What follows belongs to an exercise in optimizing a design on an open flow for small area, a short achievable clock period and few clock cycles; a production flow would make more cautious choices. Function was not checked in any run shown here: the RTL went through the layout flow alone.

## flow/design.v (module list and top-level ports; edited modules follow where they fit)
// module mult: 2006 lines
// module mult_fa: 4 lines
// module mult_ha: 4 lines
module mult #(parameter XLEN = 32, parameter NUM_STAGE = 4)
(
    input clock, reset,
    input start,
    input [1:0] sign,
    input [XLEN-1:0] mcand, mplier,
    output [(2*XLEN)-1:0] product,
    output logic done
);
  // ...
==> flow/flow/run.sh <==
#!/bin/bash
set -euo pipefail
bash standard.sh SETUP_SLACK_MARGIN=6.6 "BUFFER_PORTS_ARGS=-buffer_cell sky130_fd_sc_hd__buf_2" finish > flow_make.log 2>&1
==> flow/standard.sh <==
#!/bin/bash
# synth_recipe.tcl (not shown) runs the flow's synth.tcl, then flattens the netlist and writes it again
# the make line also repeats each setting of config.mk as NAME=value (left out here)
make -C /OpenROAD-flow-scripts/flow DESIGN_CONFIG=/design/flow/config.mk WORK_HOME=/design/flow/orfs CLKGATE_MAP_FILE= SYNTH_SCRIPT=/design/flow/synth_recipe.tcl "${@:-finish}"
==> flow/config.mk <==
export PLATFORM = sky130hd
export DESIGN_NAME = mult
export DESIGN_NICKNAME = mult
export VERILOG_FILES = /design/flow/design.v
export SDC_FILE = /design/flow/constraint.sdc
export NUM_CORES = 4
export LEC_CHECK = 0
export ABC_AREA = 1
export CAP_MARGIN = 20
export CORE_MARGIN = 2
export CORE_UTILIZATION = 40
export CTS_BUF_LIST = sky130_fd_sc_hd__clkbuf_4 sky130_fd_sc_hd__clkbuf_8
export CTS_CLUSTER_SIZE = 20
export PLACE_DENSITY = 0.6
export SLEW_MARGIN = 20
export SYNTH_HIERARCHICAL = 1
==> flow/constraint.sdc <==
create_clock -name core_clock -period 10.0 [get_ports {clock}]
set_input_delay 2.0000 -clock core_clock [delete_from_list [all_inputs] [get_ports {clock}]]
set_output_delay 2.0000 -clock core_clock [all_outputs]
set_load 0.01 [all_outputs]
==> metrics.yaml, run 1 <==
global_route:
  grt_use_met3_pct: 9.70
  grt_use_met1_pct: 35.3
floorplan:
  dieArea_mm2: 0.0877
final_layout:
  seq_cells: 393
  multiInputGateArea_mm2: 0.0238
  area_delta_synth_final_pct: 10.8
  fillCellCount: 8324
  final_core_util_pct: 44.6
  num_antenna_cells: 1
yosys:
  synthAdderAreaFrac_pct: 32.2
  synth_top_area_share_pct: 28.2
worst_setup_path:
  endpoint: "t4[142]$_DFF_P_"
  startpoint: "ar[25]$_DFF_P_"
  crit_top_cell: "fa_1"
  crit_path_start_kind: "register"
clock_network:
  root_buffer: "clkbuf_8"
  cts_sinks: 393
  clock_latency_ns: 0.71
run_status:
  outcome: "timing/DRC/antenna clean"
worst_hold_path:
  hp-class: "register to register"
timing:
  worstMarginPinSlew_ns: 0.983
  rsz0062_at_grt: "no"
  final_hold_viol_count: 0
  drv_slew: 0
placed_design:
  dpl-instance-area_mm2: 0.0359
run:
  cap_viol_max_count: 0
==> run 2, diff against run 1 <==
--- a/flow/design.v
+++ b/flow/design.v
@@ -1693,17 +1693,340 @@
     mult_fa u479 (.a(t4[240]), .b(hs62_43), .c(c61_420), .s(s62_479), .co(c62_479));
     wire s63_480, c63_480;
     mult_fa u480 (.a(t4[241]), .b(t4[242]), .c(hc62_43), .s(s63_480), .co(c63_480));
     wire [63:0] row0 = {c62_479, c61_478, c60_477, c59_476, c58_475, c57_474, c56_473, c55_472, c54_471, c53_470, c52_469, c51_468, c50_467, c49_466, c48_465, c47_464, c46_463, c45_462, c44_461, c43_460, c42_459, c41_458, c40_457, c39_456, c38_455, c37_454, c36_453, c35_452, c34_451, c33_450, c32_449, c31_448, c30_447, c29_446, c28_445, c27_444, c26_443, c25_442, c24_441, c23_440, c22_439, c21_438, c20_437, c19_436, c18_435, c17_434, c16_433, c15_432, c14_431, c13_430, c12_429, c11_428, c10_427, c9_426, c8_425, c7_424, c6_423, c5_422, c4_421, hc3_45, hc2_44, t4[5], t4[2], t4[0]};
     wire [63:0] row1 = {s63_480, s62_479, s61_478, s60_477, s59_476, s58_475, s57_474, s56_473, s55_472, s54_471, s53_470, s52_469, s51_468, s50_467, s49_466, s48_465, s47_464, s46_463, s45_462, s44_461, s43_460, s42_459, s41_458, s40_457, s39_456, s38_455, s37_454, s36_453, s35_452, s34_451, s33_450, s32_449, s31_448, s30_447, s29_446, s28_445, s27_444, s26_443, s25_442, s24_441, s23_440, s22_439, s21_438, s20_437, s19_436, s18_435, s17_434, s16_433, s15_432, s14_431, s13_430, s12_429, s11_428, s10_427, s9_426, s8_425, s7_424, s6_423, s5_422, s4_421, hs3_45, hs2_44, 1'b0, t4[1]};
     logic [63:0] p;
     wire [63:0] sum;
     assign product = p;
-    assign sum = row0 + row1;
+  wire [63:0] kg0 = row0 & row1;
+  wire [63:0] kp0 = row0 ^ row1;
+  wire kG0 = kg0[1] | (kp0[1] & kg0[0]);
+  wire kG1 = kg0[3] | (kp0[3] & kg0[2]);
+  wire kP1 = kp0[3] & kp0[2];
+  wire kG2 = kg0[5] | (kp0[5] & kg0[4]);
+  wire kP2 = kp0[5] & kp0[4];
+  wire kG3 = kg0[7] | (kp0[7] & kg0[6]);
+  wire kP3 = kp0[7] & kp0[6];
+  wire kG4 = kg0[9] | (kp0[9] & kg0[8]);
+  wire kP4 = kp0[9] & kp0[8];
+  wire kG5 = kg0[11] | (kp0[11] & kg0[10]);
+  wire kP5 = kp0[11] & kp0[10];
+  wire kG6 = kg0[13] | (kp0[13] & kg0[12]);
+  wire kP6 = kp0[13] & kp0[12];
+  wire kG7 = kg0[15] | (kp0[15] & kg0[14]);
+  wire kP7 = kp0[15] & kp0[14];
+  wire kG8 = kg0[17] | (kp0[17] & kg0[16]);
+  wire kP8 = kp0[17] & kp0[16];
+  wire kG9 = kg0[19] | (kp0[19] & kg0[18]);
+  wire kP9 = kp0[19] & kp0[18];
+  wire kG10 = kg0[21] | (kp0[21] & kg0[20]);
+  wire kP10 = kp0[21] & kp0[20];
+  wire kG11 = kg0[23] | (kp0[23] & kg0[22]);
+  wire kP11 = kp0[23] & kp0[22];
+  wire kG12 = kg0[25] | (kp0[25] & kg0[24]);
+  wire kP12 = kp0[25] & kp0[24];
+  wire kG13 = kg0[27] | (kp0[27] & kg0[26]);
+  wire kP13 = kp0[27] & kp0[26];
+  wire kG14 = kg0[29] | (kp0[29] & kg0[28]);
+  wire kP14 = kp0[29] & kp0[28];
+  wire kG15 = kg0[31] | (kp0[31] & kg0[30]);
+  wire kP15 = kp0[31] & kp0[30];
+  wire kG16 = kg0[33] | (kp0[33] & kg0[32]);
+  wire kP16 = kp0[33] & kp0[32];
+  wire kG17 = kg0[35] | (kp0[35] & kg0[34]);
+  wire kP17 = kp0[35] & kp0[34];
+  wire kG18 = kg0[37] | (kp0[37] & kg0[36]);
+  wire kP18 = kp0[37] & kp0[36];
+  wire kG19 = kg0[39] | (kp0[39] & kg0[38]);
+  wire kP19 = kp0[39] & kp0[38];
+  wire kG20 = kg0[41] | (kp0[41] & kg0[40]);
+  wire kP20 = kp0[41] & kp0[40];
+  wire kG21 = kg0[43] | (kp0[43] & kg0[42]);
+  wire kP21 = kp0[43] & kp0[42];
+  wire kG22 = kg0[45] | (kp0[45] & kg0[44]);
+  wire kP22 = kp0[45] & kp0[44];
+  wire kG23 = kg0[47] | (kp0[47] & kg0[46]);
+  wire kP23 = kp0[47] & kp0[46];
+  wire kG24 = kg0[49] | (kp0[49] & kg0[48]);
+  wire kP24 = kp0[49] & kp0[48];
+  wire kG25 = kg0[51] | (kp0[51] & kg0[50]);
+  wire kP25 = kp0[51] & kp0[50];
+  wire kG26 = kg0[53] | (kp0[53] & kg0[52]);
+  wire kP26 = kp0[53] & kp0[52];
+  wire kG27 = kg0[55] | (kp0[55] & kg0[54]);
+  wire kP27 = kp0[55] & kp0[54];
+  wire kG28 = kg0[57] | (kp0[57] & kg0[56]);
+  wire kP28 = kp0[57] & kp0[56];
+  wire kG29 = kg0[59] | (kp0[59] & kg0[58]);
+  wire kP29 = kp0[59] & kp0[58];
+  wire kG30 = kg0[61] | (kp0[61] & kg0[60]);
+  wire kP30 = kp0[61] & kp0[60];
+  wire kG31 = kg0[63] | (kp0[63] & kg0[62]);
+  wire kP31 = kp0[63] & kp0[62];
+  wire kG32 = kG1 | (kP1 & kG0);
+  wire kG33 = kG2 | (kP2 & kG1);
+  wire kP33 = kP2 & kP1;
+  wire kG34 = kG3 | (kP3 & kG2);
+  wire kP34 = kP3 & kP2;
+  wire kG35 = kG4 | (kP4 & kG3);
+  wire kP35 = kP4 & kP3;
+  wire kG36 = kG5 | (kP5 & kG4);
+  wire kP36 = kP5 & kP4;
+  wire kG37 = kG6 | (kP6 & kG5);
+  wire kP37 = kP6 & kP5;
+  wire kG38 = kG7 | (kP7 & kG6);
+  wire kP38 = kP7 & kP6;
+  wire kG39 = kG8 | (kP8 & kG7);
+  wire kP39 = kP8 & kP7;
+  wire kG40 = kG9 | (kP9 & kG8);
+  wire kP40 = kP9 & kP8;
+  wire kG41 = kG10 | (kP10 & kG9);
+  wire kP41 = kP10 & kP9;
+  wire kG42 = kG11 | (kP11 & kG10);
+  wire kP42 = kP11 & kP10;
+  wire kG43 = kG12 | (kP12 & kG11);
+  wire kP43 = kP12 & kP11;
+  wire kG44 = kG13 | (kP13 & kG12);
+  wire kP44 = kP13 & kP12;
+  wire kG45 = kG14 | (kP14 & kG13);
+  wire kP45 = kP14 & kP13;
+  wire kG46 = kG15 | (kP15 & kG14);
+  wire kP46 = kP15 & kP14;
+  wire kG47 = kG16 | (kP16 & kG15);
+  wire kP47 = kP16 & kP15;
+  wire kG48 = kG17 | (kP17 & kG16);
+  wire kP48 = kP17 & kP16;
+  wire kG49 = kG18 | (kP18 & kG17);
+  wire kP49 = kP18 & kP17;
+  wire kG50 = kG19 | (kP19 & kG18);
+  wire kP50 = kP19 & kP18;
+  wire kG51 = kG20 | (kP20 & kG19);
+  wire kP51 = kP20 & kP19;
+  wire kG52 = kG21 | (kP21 & kG20);
+  wire kP52 = kP21 & kP20;
+  wire kG53 = kG22 | (kP22 & kG21);
+  wire kP53 = kP22 & kP21;
+  wire kG54 = kG23 | (kP23 & kG22);
+  wire kP54 = kP23 & kP22;
+  wire kG55 = kG24 | (kP24 & kG23);
+  wire kP55 = kP24 & kP23;
+  wire kG56 = kG25 | (kP25 & kG24);
+  wire kP56 = kP25 & kP24;
+  wire kG57 = kG26 | (kP26 & kG25);
+  wire kP57 = kP26 & kP25;
+  wire kG58 = kG27 | (kP27 & kG26);
+  wire kP58 = kP27 & kP26;
+  wire kG59 = kG28 | (kP28 & kG27);
+  wire kP59 = kP28 & kP27;
+  wire kG60 = kG29 | (kP29 & kG28);
+  wire kP60 = kP29 & kP28;
+  wire kG61 = kG30 | (kP30 & kG29);
+  wire kP61 = kP30 & kP29;
+  wire kG62 = kG31 | (kP31 & kG30);
+  wire kP62 = kP31 & kP30;
+  wire kG63 = kG33 | (kP33 & kG0);
+  wire kG64 = kG34 | (kP34 & kG32);
+  wire kG65 = kG35 | (kP35 & kG33);
+  wire kP65 = kP35 & kP33;
+  wire kG66 = kG36 | (kP36 & kG34);
+  wire kP66 = kP36 & kP34;
+  wire kG67 = kG37 | (kP37 & kG35);
+  wire kP67 = kP37 & kP35;
+  wire kG68 = kG38 | (kP38 & kG36);
+  wire kP68 = kP38 & kP36;
+  wire kG69 = kG39 | (kP39 & kG37);
+  wire kP69 = kP39 & kP37;
+  wire kG70 = kG40 | (kP40 & kG38);
+  wire kP70 = kP40 & kP38;
+  wire kG71 = kG41 | (kP41 & kG39);
+  wire kP71 = kP41 & kP39;
+  wire kG72 = kG42 | (kP42 & kG40);
+  wire kP72 = kP42 & kP40;
+  wire kG73 = kG43 | (kP43 & kG41);
+  wire kP73 = kP43 & kP41;
+  wire kG74 = kG44 | (kP44 & kG42);
+  wire kP74 = kP44 & kP42;
+  wire kG75 = kG45 | (kP45 & kG43);
+  wire kP75 = kP45 & kP43;
+  wire kG76 = kG46 | (kP46 & kG44);
+  wire kP76 = kP46 & kP44;
+  wire kG77 = kG47 | (kP47 & kG45);
+  wire kP77 = kP47 & kP45;
+  wire kG78 = kG48 | (kP48 & kG46);
+  wire kP78 = kP48 & kP46;
+  wire kG79 = kG49 | (kP49 & kG47);
+  wire kP79 = kP49 & kP47;
+  wire kG80 = kG50 | (kP50 & kG48);
+  wire kP80 = kP50 & kP48;
+  wire kG81 = kG51 | (kP51 & kG49);
+  wire kP81 = kP51 & kP49;
+  wire kG82 = kG52 | (kP52 & kG50);
+  wire kP82 = kP52 & kP50;
+  wire kG83 = kG53 | (kP53 & kG51);
+  wire kP83 = kP53 & kP51;
+  wire kG84 = kG54 | (kP54 & kG52);
+  wire kP84 = kP54 & kP52;
+  wire kG85 = kG55 | (kP55 & kG53);
+  wire kP85 = kP55 & kP53;
+  wire kG86 = kG56 | (kP56 & kG54);
+  wire kP86 = kP56 & kP54;
+  wire kG87 = kG57 | (kP57 & kG55);
+  wire kP87 = kP57 & kP55;
+  wire kG88 = kG58 | (kP58 & kG56);
+  wire kP88 = kP58 & kP56;
+  wire kG89 = kG59 | (kP59 & kG57);
+  wire kP89 = kP59 & kP57;
+  wire kG90 = kG60 | (kP60 & kG58);
+  wire kP90 = kP60 & kP58;
+  wire kG91 = kG61 | (kP61 & kG59);
+  wire kP91 = kP61 & kP59;
+  wire kG92 = kG62 | (kP62 & kG60);
+  wire kP92 = kP62 & kP60;
+  wire kG93 = kG65 | (kP65 & kG0);
+  wire kG94 = kG66 | (kP66 & kG32);
+  wire kG95 = kG67 | (kP67 & kG63);
+  wire kG96 = kG68 | (kP68 & kG64);
+  wire kG97 = kG69 | (kP69 & kG65);
+  wire kP97 = kP69 & kP65;
+  wire kG98 = kG70 | (kP70 & kG66);
+  wire kP98 = kP70 & kP66;
+  wire kG99 = kG71 | (kP71 & kG67);
+  wire kP99 = kP71 & kP67;
+  wire kG100 = kG72 | (kP72 & kG68);
+  wire kP100 = kP72 & kP68;
+  wire kG101 = kG73 | (kP73 & kG69);
+  wire kP101 = kP73 & kP69;
+  wire kG102 = kG74 | (kP74 & kG70);
+  wire kP102 = kP74 & kP70;
+  wire kG103 = kG75 | (kP75 & kG71);
+  wire kP103 = kP75 & kP71;
+  wire kG104 = kG76 | (kP76 & kG72);
+  wire kP104 = kP76 & kP72;
+  wire kG105 = kG77 | (kP77 & kG73);
+  wire kP105 = kP77 & kP73;
+  wire kG106 = kG78 | (kP78 & kG74);
+  wire kP106 = kP78 & kP74;
+  wire kG107 = kG79 | (kP79 & kG75);
+  wire kP107 = kP79 & kP75;
+  wire kG108 = kG80 | (kP80 & kG76);
+  wire kP108 = kP80 & kP76;
+  wire kG109 = kG81 | (kP81 & kG77);
+  wire kP109 = kP81 & kP77;
+  wire kG110 = kG82 | (kP82 & kG78);
+  wire kP110 = kP82 & kP78;
+  wire kG111 = kG83 | (kP83 & kG79);
+  wire kP111 = kP83 & kP79;
+  wire kG112 = kG84 | (kP84 & kG80);
+  wire kP112 = kP84 & kP80;
+  wire kG113 = kG85 | (kP85 & kG81);
+  wire kP113 = kP85 & kP81;
+  wire kG114 = kG86 | (kP86 & kG82);
+  wire kP114 = kP86 & kP82;
+  wire kG115 = kG87 | (kP87 & kG83);
+  wire kP115 = kP87 & kP83;
+  wire kG116 = kG88 | (kP88 & kG84);
+  wire kP116 = kP88 & kP84;
+  wire kG117 = kG89 | (kP89 & kG85);
+  wire kP117 = kP89 & kP85;
+  wire kG118 = kG90 | (kP90 & kG86);
+  wire kP118 = kP90 & kP86;
+  wire kG119 = kG91 | (kP91 & kG87);
+  wire kP119 = kP91 & kP87;
+  wire kG120 = kG92 | (kP92 & kG88);
+  wire kP120 = kP92 & kP88;
+  wire kG121 = kG97 | (kP97 & kG0);
+  wire kG122 = kG98 | (kP98 & kG32);
+  wire kG123 = kG99 | (kP99 & kG63);
+  wire kG124 = kG100 | (kP100 & kG64);
+  wire kG125 = kG101 | (kP101 & kG93);
+  wire kG126 = kG102 | (kP102 & kG94);
+  wire kG127 = kG103 | (kP103 & kG95);
+  wire kG128 = kG104 | (kP104 & kG96);
+  wire kG129 = kG105 | (kP105 & kG97);
+  wire kP129 = kP105 & kP97;
+  wire kG130 = kG106 | (kP106 & kG98);
+  wire kP130 = kP106 & kP98;
+  wire kG131 = kG107 | (kP107 & kG99);
+  wire kP131 = kP107 & kP99;
+  wire kG132 = kG108 | (kP108 & kG100);
+  wire kP132 = kP108 & kP100;
+  wire kG133 = kG109 | (kP109 & kG101);
+  wire kP133 = kP109 & kP101;
+  wire kG134 = kG110 | (kP110 & kG102);
+  wire kP134 = kP110 & kP102;
+  wire kG135 = kG111 | (kP111 & kG103);
+  wire kP135 = kP111 & kP103;
+  wire kG136 = kG112 | (kP112 & kG104);
+  wire kP136 = kP112 & kP104;
+  wire kG137 = kG113 | (kP113 & kG105);
+  wire kP137 = kP113 & kP105;
+  wire kG138 = kG114 | (kP114 & kG106);
+  wire kP138 = kP114 & kP106;
+  wire kG139 = kG115 | (kP115 & kG107);
+  wire kP139 = kP115 & kP107;
+  wire kG140 = kG116 | (kP116 & kG108);
+  wire kP140 = kP116 & kP108;
+  wire kG141 = kG117 | (kP117 & kG109);
+  wire kP141 = kP117 & kP109;
+  wire kG142 = kG118 | (kP118 & kG110);
+  wire kP142 = kP118 & kP110;
+  wire kG143 = kG119 | (kP119 & kG111);
+  wire kP143 = kP119 & kP111;
+  wire kG144 = kG120 | (kP120 & kG112);
+  wire kP144 = kP120 & kP112;
+  wire kG145 = kG129 | (kP129 & kG0);
+  wire kG146 = kG130 | (kP130 & kG32);
+  wire kG147 = kG131 | (kP131 & kG63);
+  wire kG148 = kG132 | (kP132 & kG64);
+  wire kG149 = kG133 | (kP133 & kG93);
+  wire kG150 = kG134 | (kP134 & kG94);
+  wire kG151 = kG135 | (kP135 & kG95);
+  wire kG152 = kG136 | (kP136 & kG96);
+  wire kG153 = kG137 | (kP137 & kG121);
+  wire kG154 = kG138 | (kP138 & kG122);
+  wire kG155 = kG139 | (kP139 & kG123);
+  wire kG156 = kG140 | (kP140 & kG124);
+  wire kG157 = kG141 | (kP141 & kG125);
+  wire kG158 = kG142 | (kP142 & kG126);
+  wire kG159 = kG143 | (kP143 & kG127);
+  wire kG160 = kG144 | (kP144 & kG128);
+  wire kG161 = kg0[2] | (kp0[2] & kG0);
+  wire kG162 = kg0[4] | (kp0[4] & kG32);
+  wire kG163 = kg0[6] | (kp0[6] & kG63);
+  wire kG164 = kg0[8] | (kp0[8] & kG64);
+  wire kG165 = kg0[10] | (kp0[10] & kG93);
+  wire kG166 = kg0[12] | (kp0[12] & kG94);
+  wire kG167 = kg0[14] | (kp0[14] & kG95);
+  wire kG168 = kg0[16] | (kp0[16] & kG96);
+  wire kG169 = kg0[18] | (kp0[18] & kG121);
+  wire kG170 = kg0[20] | (kp0[20] & kG122);
+  wire kG171 = kg0[22] | (kp0[22] & kG123);
+  wire kG172 = kg0[24] | (kp0[24] & kG124);
+  wire kG173 = kg0[26] | (kp0[26] & kG125);
+  wire kG174 = kg0[28] | (kp0[28] & kG126);
+  wire kG175 = kg0[30] | (kp0[30] & kG127);
+  wire kG176 = kg0[32] | (kp0[32] & kG128);
+  wire kG177 = kg0[34] | (kp0[34] & kG145);
+  wire kG178 = kg0[36] | (kp0[36] & kG146);
+  wire kG179 = kg0[38] | (kp0[38] & kG147);
+  wire kG180 = kg0[40] | (kp0[40] & kG148);
+  wire kG181 = kg0[42] | (kp0[42] & kG149);
+  wire kG182 = kg0[44] | (kp0[44] & kG150);
+  wire kG183 = kg0[46] | (kp0[46] & kG151);
+  wire kG184 = kg0[48] | (kp0[48] & kG152);
+  wire kG185 = kg0[50] | (kp0[50] & kG153);
+  wire kG186 = kg0[52] | (kp0[52] & kG154);
+  wire kG187 = kg0[54] | (kp0[54] & kG155);
+  wire kG188 = kg0[56] | (kp0[56] & kG156);
+  wire kG189 = kg0[58] | (kp0[58] & kG157);
+  wire kG190 = kg0[60] | (kp0[60] & kG158);
+  wire kG191 = kg0[62] | (kp0[62] & kG159);
+  assign sum = {kp0[63] ^ kG191, kp0[62] ^ kG159, kp0[61] ^ kG190, kp0[60] ^ kG158, kp0[59] ^ kG189, kp0[58] ^ kG157, kp0[57] ^ kG188, kp0[56] ^ kG156, kp0[55] ^ kG187, kp0[54] ^ kG155, kp0[53] ^ kG186, kp0[52] ^ kG154, kp0[51] ^ kG185, kp0[50] ^ kG153, kp0[49] ^ kG184, kp0[48] ^ kG152, kp0[47] ^ kG183, kp0[46] ^ kG151, kp0[45] ^ kG182, kp0[44] ^ kG150, kp0[43] ^ kG181, kp0[42] ^ kG149, kp0[41] ^ kG180, kp0[40] ^ kG148, kp0[39] ^ kG179, kp0[38] ^ kG147, kp0[37] ^ kG178, kp0[36] ^ kG146, kp0[35] ^ kG177, kp0[34] ^ kG145, kp0[33] ^ kG176, kp0[32] ^ kG128, kp0[31] ^ kG175, kp0[30] ^ kG127, kp0[29] ^ kG174, kp0[28] ^ kG126, kp0[27] ^ kG173, kp0[26] ^ kG125, kp0[25] ^ kG172, kp0[24] ^ kG124, kp0[23] ^ kG171, kp0[22] ^ kG123, kp0[21] ^ kG170, kp0[20] ^ kG122, kp0[19] ^ kG169, kp0[18] ^ kG121, kp0[17] ^ kG168, kp0[16] ^ kG96, kp0[15] ^ kG167, kp0[14] ^ kG95, kp0[13] ^ kG166, kp0[12] ^ kG94, kp0[11] ^ kG165, kp0[10] ^ kG93, kp0[9] ^ kG164, kp0[8] ^ kG64, kp0[7] ^ kG163, kp0[6] ^ kG63, kp0[5] ^ kG162, kp0[4] ^ kG32, kp0[3] ^ kG161, kp0[2] ^ kG0, kp0[1] ^ kg0[0], kp0[0]};
     always_ff @(posedge clock) begin
         ar <= a;
         one[0] <= one0_d;
         two[0] <= two0_d;
         neg[0] <= neg0_d;
         one[1] <= one1_d;
         two[1] <= two1_d;
         neg[1] <= neg1_d;
==> flow/config.mk (replaced) <==
export PLATFORM = sky130hd
export DESIGN_NAME = mult
export DESIGN_NICKNAME = mult
export VERILOG_FILES = /design/flow/design.v
export SDC_FILE = /design/flow/constraint.sdc
export NUM_CORES = 4
export LEC_CHECK = 0
export ABC_AREA = 1
export CAP_MARGIN = 20
export CORE_MARGIN = 2
export CORE_UTILIZATION = 40
export PLACE_DENSITY = 0.6
export SLEW_MARGIN = 20
export SYNTH_HIERARCHICAL = 1
==> run 2 against run 1 <==
  * Non-clock buffer count up 19
  * Via count fell by 11%
  * Global-route usage decreased by 0.46 points
  * Cell count down 14%
  * Count of clock-buffer cells in the layout fell by 57
  * Sequential share of layout area grew 0.69 points
  * Still clean on timing, DRC and antenna
  * Highest routed layer unchanged
  * Final area is 3.1% lower
  * Wire length fell by 7.2%
==> metrics.yaml, run 2 <==
yosys:
  async_flop_share_pct: 0
  avgSynthCellArea_um2: 10.2
  yosys.area.top_type: "fa_1"
  ys_ff_latch: 393
  yosys_warnings: 7
  synth_commonest_cells: "xor2_1 (582), fa_1 (512), o22ai_1 (512), dfxtp_1 (393), nand2_1 (307)"
  seq_area_frac_synth_pct: 24.3
  synth_cell_types: 29
  synth_flop_cell: "dfxtp_1"
  synth-edff-count: 0
  synth_top_area_share_pct: 31.7  # +3.5 points
  yosysMostFrequentCell: "xor2_1"
  synthesis.area_mm2: 0.0323
  netlist_instances: 3158
  synth_area_leaders: "fa_1 (32%), dfxtp_1 (24%), xor2_1 (16%)"
timing:
  clock_skew_ns: 0.0368
  final_hold_viol_count: 0  # unchanged
  whs_ns: 0.401
  setup_violations: 0
  period_needed_ns: 3.46
  period_share_pct: 34.6
  drv_slew: 0  # unchanged
  setup_slack_ns: 6.54
  slew_headroom_pct: 41.8
  worstMarginPinSlew_ns: 0.870  # -0.113 ns
  fin_tns_setup_ns: 0
  rsz0062_at_grt: "yes"
  max_clock_freq_mhz: 289
drt:
  via_per_inst: 5.65
  vias: 24300
  drtAntennaViolNets: 0
  drt_first_iter_violations: 2573
  drc: 0
  wl_per_cell_um: 25.6
  first_pass_iters: 6
  wl_um: 110000
floorplan:
  dieArea_mm2: 0.0831  # -5.3%
  start_util_pct: 40.3
  die_y_um: 288
  num_rows: 104
  die_w_um: 288
  num_io_pins: 134
  core-area_mm2: 0.0803
final_layout:
  layout_commonest_cell: "xor2_1"
  top_register: "t4"
  top_regs: "t4 (243), p (64), ar (33)"
  fillCellCount: 7454  # -10%
  area_delta_synth_final_pct: 13.4
  drive_above_1_share_pct: 17.2
  largest_register_ff_count: 243
  final_cell_area_mm2: 0.0367
  mostFrequentLayoutCells: "xor2_1 (574), o22ai_1 (512), fa_1 (499), dfxtp_1 (376), nand2_1 (263)"
  layout.nets: 3898
worst_setup_path:
  path_class: "register to register"
  timing.rr.end: "p[61]$_DFF_P_"
  worstPathMaxFanout: 3
  r2r_cells: 11
  crit_path_start_kind: "register"
  endpoint_kind: "register"
  worstReg2RegStart: "t4[223]$_DFF_P_"
  crit_arrival_ns: 3.94
  rrSetupSlack_ns: 6.54
  critPathRequiredTime_ns: 10.48
placed_design:
  pre_cts_slack_ns: 6.07
  hpwlAfterDp_um: 73400
  portBuffers: 133
  dpl-instance-area_mm2: 0.0339  # -5.4%
  place_congestion: 0.924
global_route:
  grt_overflow_total: 0
  track_usage_pct: 26.6
  grt_max_degree: 36
  grt_pass1_vias: 25100
  antenna_found_initial: 4
  grt_pass1_wl_um: 163000
clock_network:
  cts_buffers: 48
  cts_buffer_depth: 3
  clock_latency_ns: 0.62  # -0.09 ns
  cts_sinks: 393  # unchanged
  cts.htree.levels: 2
  clk_pin_slew_worst_paths_ns: 0.06
  cts_tree: "done"
  root_buffer: "clkbuf_16"
worst_hold_path:
  hold_path_depth: 2
  holdCritStartpoint: "vld[1]$_SDFF_PP0_"
  hp-class: "register to register"
  hold_end: "vld[2]$_SDFF_PP0_"
run:
  cap_viol_max_count: 0  # unchanged
run_status:
  outcome: "timing/DRC/antenna clean"
[run 2: how the worst max path moves through the flow]
stage	slack [ns]	depth (start not counted)	from	end
detailed placement	6.07	7	ar[32]$_DFF_P_	t4[138]$_DFF_P_
global route	6.50	13	t4[215]$_DFF_P_	p[63]$_DFF_P_
finish	6.54	11	t4[223]$_DFF_P_	p[61]$_DFF_P_
floorplan	6.96	8	ar[32]$_DFF_P_	t4[134]$_DFF_P_
global placement	6.17	7	ar[32]$_DFF_P_	t4[138]$_DFF_P_
CTS	6.61	13	t4[139]$_DFF_P_	p[51]$_DFF_P_
[run 2: cell type report]
type / instances / area [um^2] / area share, %
multi-input combinational: 2257 / 23200 / 63.2
sequential: 393 / 7890 / 21.5
timing repair buffer: 250 / 1630 / 4.44
tap: 1060 / 1330 / 3.62
clock buffer: 61 / 1320 / 3.60
inverter: 259 / 1020 / 2.80
clock inverter: 29 / 285 / 0.778
antenna: 1 / 2.50 / 0.00683
[run 2: layer usage]
layer | GRT usage, % | share of wire, % | vias up | wire length, um
li1 | - | - | 10400 | -
met1 | 33.7 | 39 | 12100 | 42600
met2 | 39.7 | 43 | 1515 | 47600
met3 | 10.7 | 13 | 352 | 14200
met4 | 12.6 | 5.2 | 4 | 5780
met5 | 0 | 0.038 | - | 42
[run 2: metrics by stage]
| stage | std cells | utilization (%) |
|---|---|---|
| final | 4310 | 45.7 |
| after global routing | 4310 | 45.7 |
| after CTS | 4291 | 44.9 |
| after detailed placement | 4184 | 42.3 |
| after global placement | 4184 | 42.3 |
| after floorplan | 3173 | - |
[run 2: logic make-up (layout without fill, tap and decap cells)]
family / count (synthesis) / count (layout) / share of synthesized area (%)
DFF: 393 / 393 / 24.3
xor gates and xnor gates: 608 / 608 / 16.5
adders and majority gates: 620 / 620 / 35.9
buffers and inverters: 523 / 599 / 6.35
AOI/OAI and AO/OA: 562 / 562 / 10.7
muxes: 14 / 14 / 0.488
other: 1 / 17 / 0.0116
and+or+nand+nor: 437 / 437 / 5.70
[run 2: worst max-delay path, cell delays in order (launching register included)]
cell     delay, ns
dfxtp_1       0.32
fa_1          0.56
fa_1          0.47
ha_1          0.34
nand2_2       0.21
o21ai_1       0.29
a21oi_2       0.20
nand2_1       0.08
a21oi_2       0.16
nand2_4       0.12
fa_1          0.39
xor2_1        0.19
[run 2: timing repair]
action,in CTS,in global routing
resized for setup,80,106
setup endpoints to repair,82,61
pin swaps,3,18
buffers inserted,17,18
hold buffers,0,0
[run 2: Yosys stat by module, one instance, submodules excluded]
module | cells | times used | cell area, um^2 | flops+latches
mult_ha | 1 | 46 | 12.5 | 0
mult_fa | 1 | 481 | 20.0 | 0
mult | 2631 | 1 | 22100 | 393

==> re-timing with driven ports <==
The flow's constraints put no driver on any port. The routed layouts listed below were extracted and timed again, unchanged, in two steps.
Step 1 (the two cells are an assumption about what drives the block):
set clk [get_ports {clock}]
set_driving_cell -lib_cell sky130_fd_sc_hd__clkbuf_16 $clk
set_driving_cell -lib_cell sky130_fd_sc_hd__buf_2 [delete_from_list [all_inputs] $clk]
Step 2 moves the port delays by t, midway between the first and last clock arrival at a register: inputs arrive t later, outputs are due t later. That takes back most of the time a late clock gives input paths.
Three values: no drivers, after step 1, after step 2; two values: the first two.
run	shift t [ns]	setup WS [ns]	clock arrival spread, ns	slew at the worst register clock pin (ns)	cell pins on the clock port's net
run 1	0.738	6.633 / 6.633 / 6.633	0.071 / 0.071	0.07 / 0.07	1
run 2	0.665	6.543 / 6.543 / 6.543	0.037 / 0.037	0.07 / 0.07	1
After both steps every run listed still meets setup and hold.
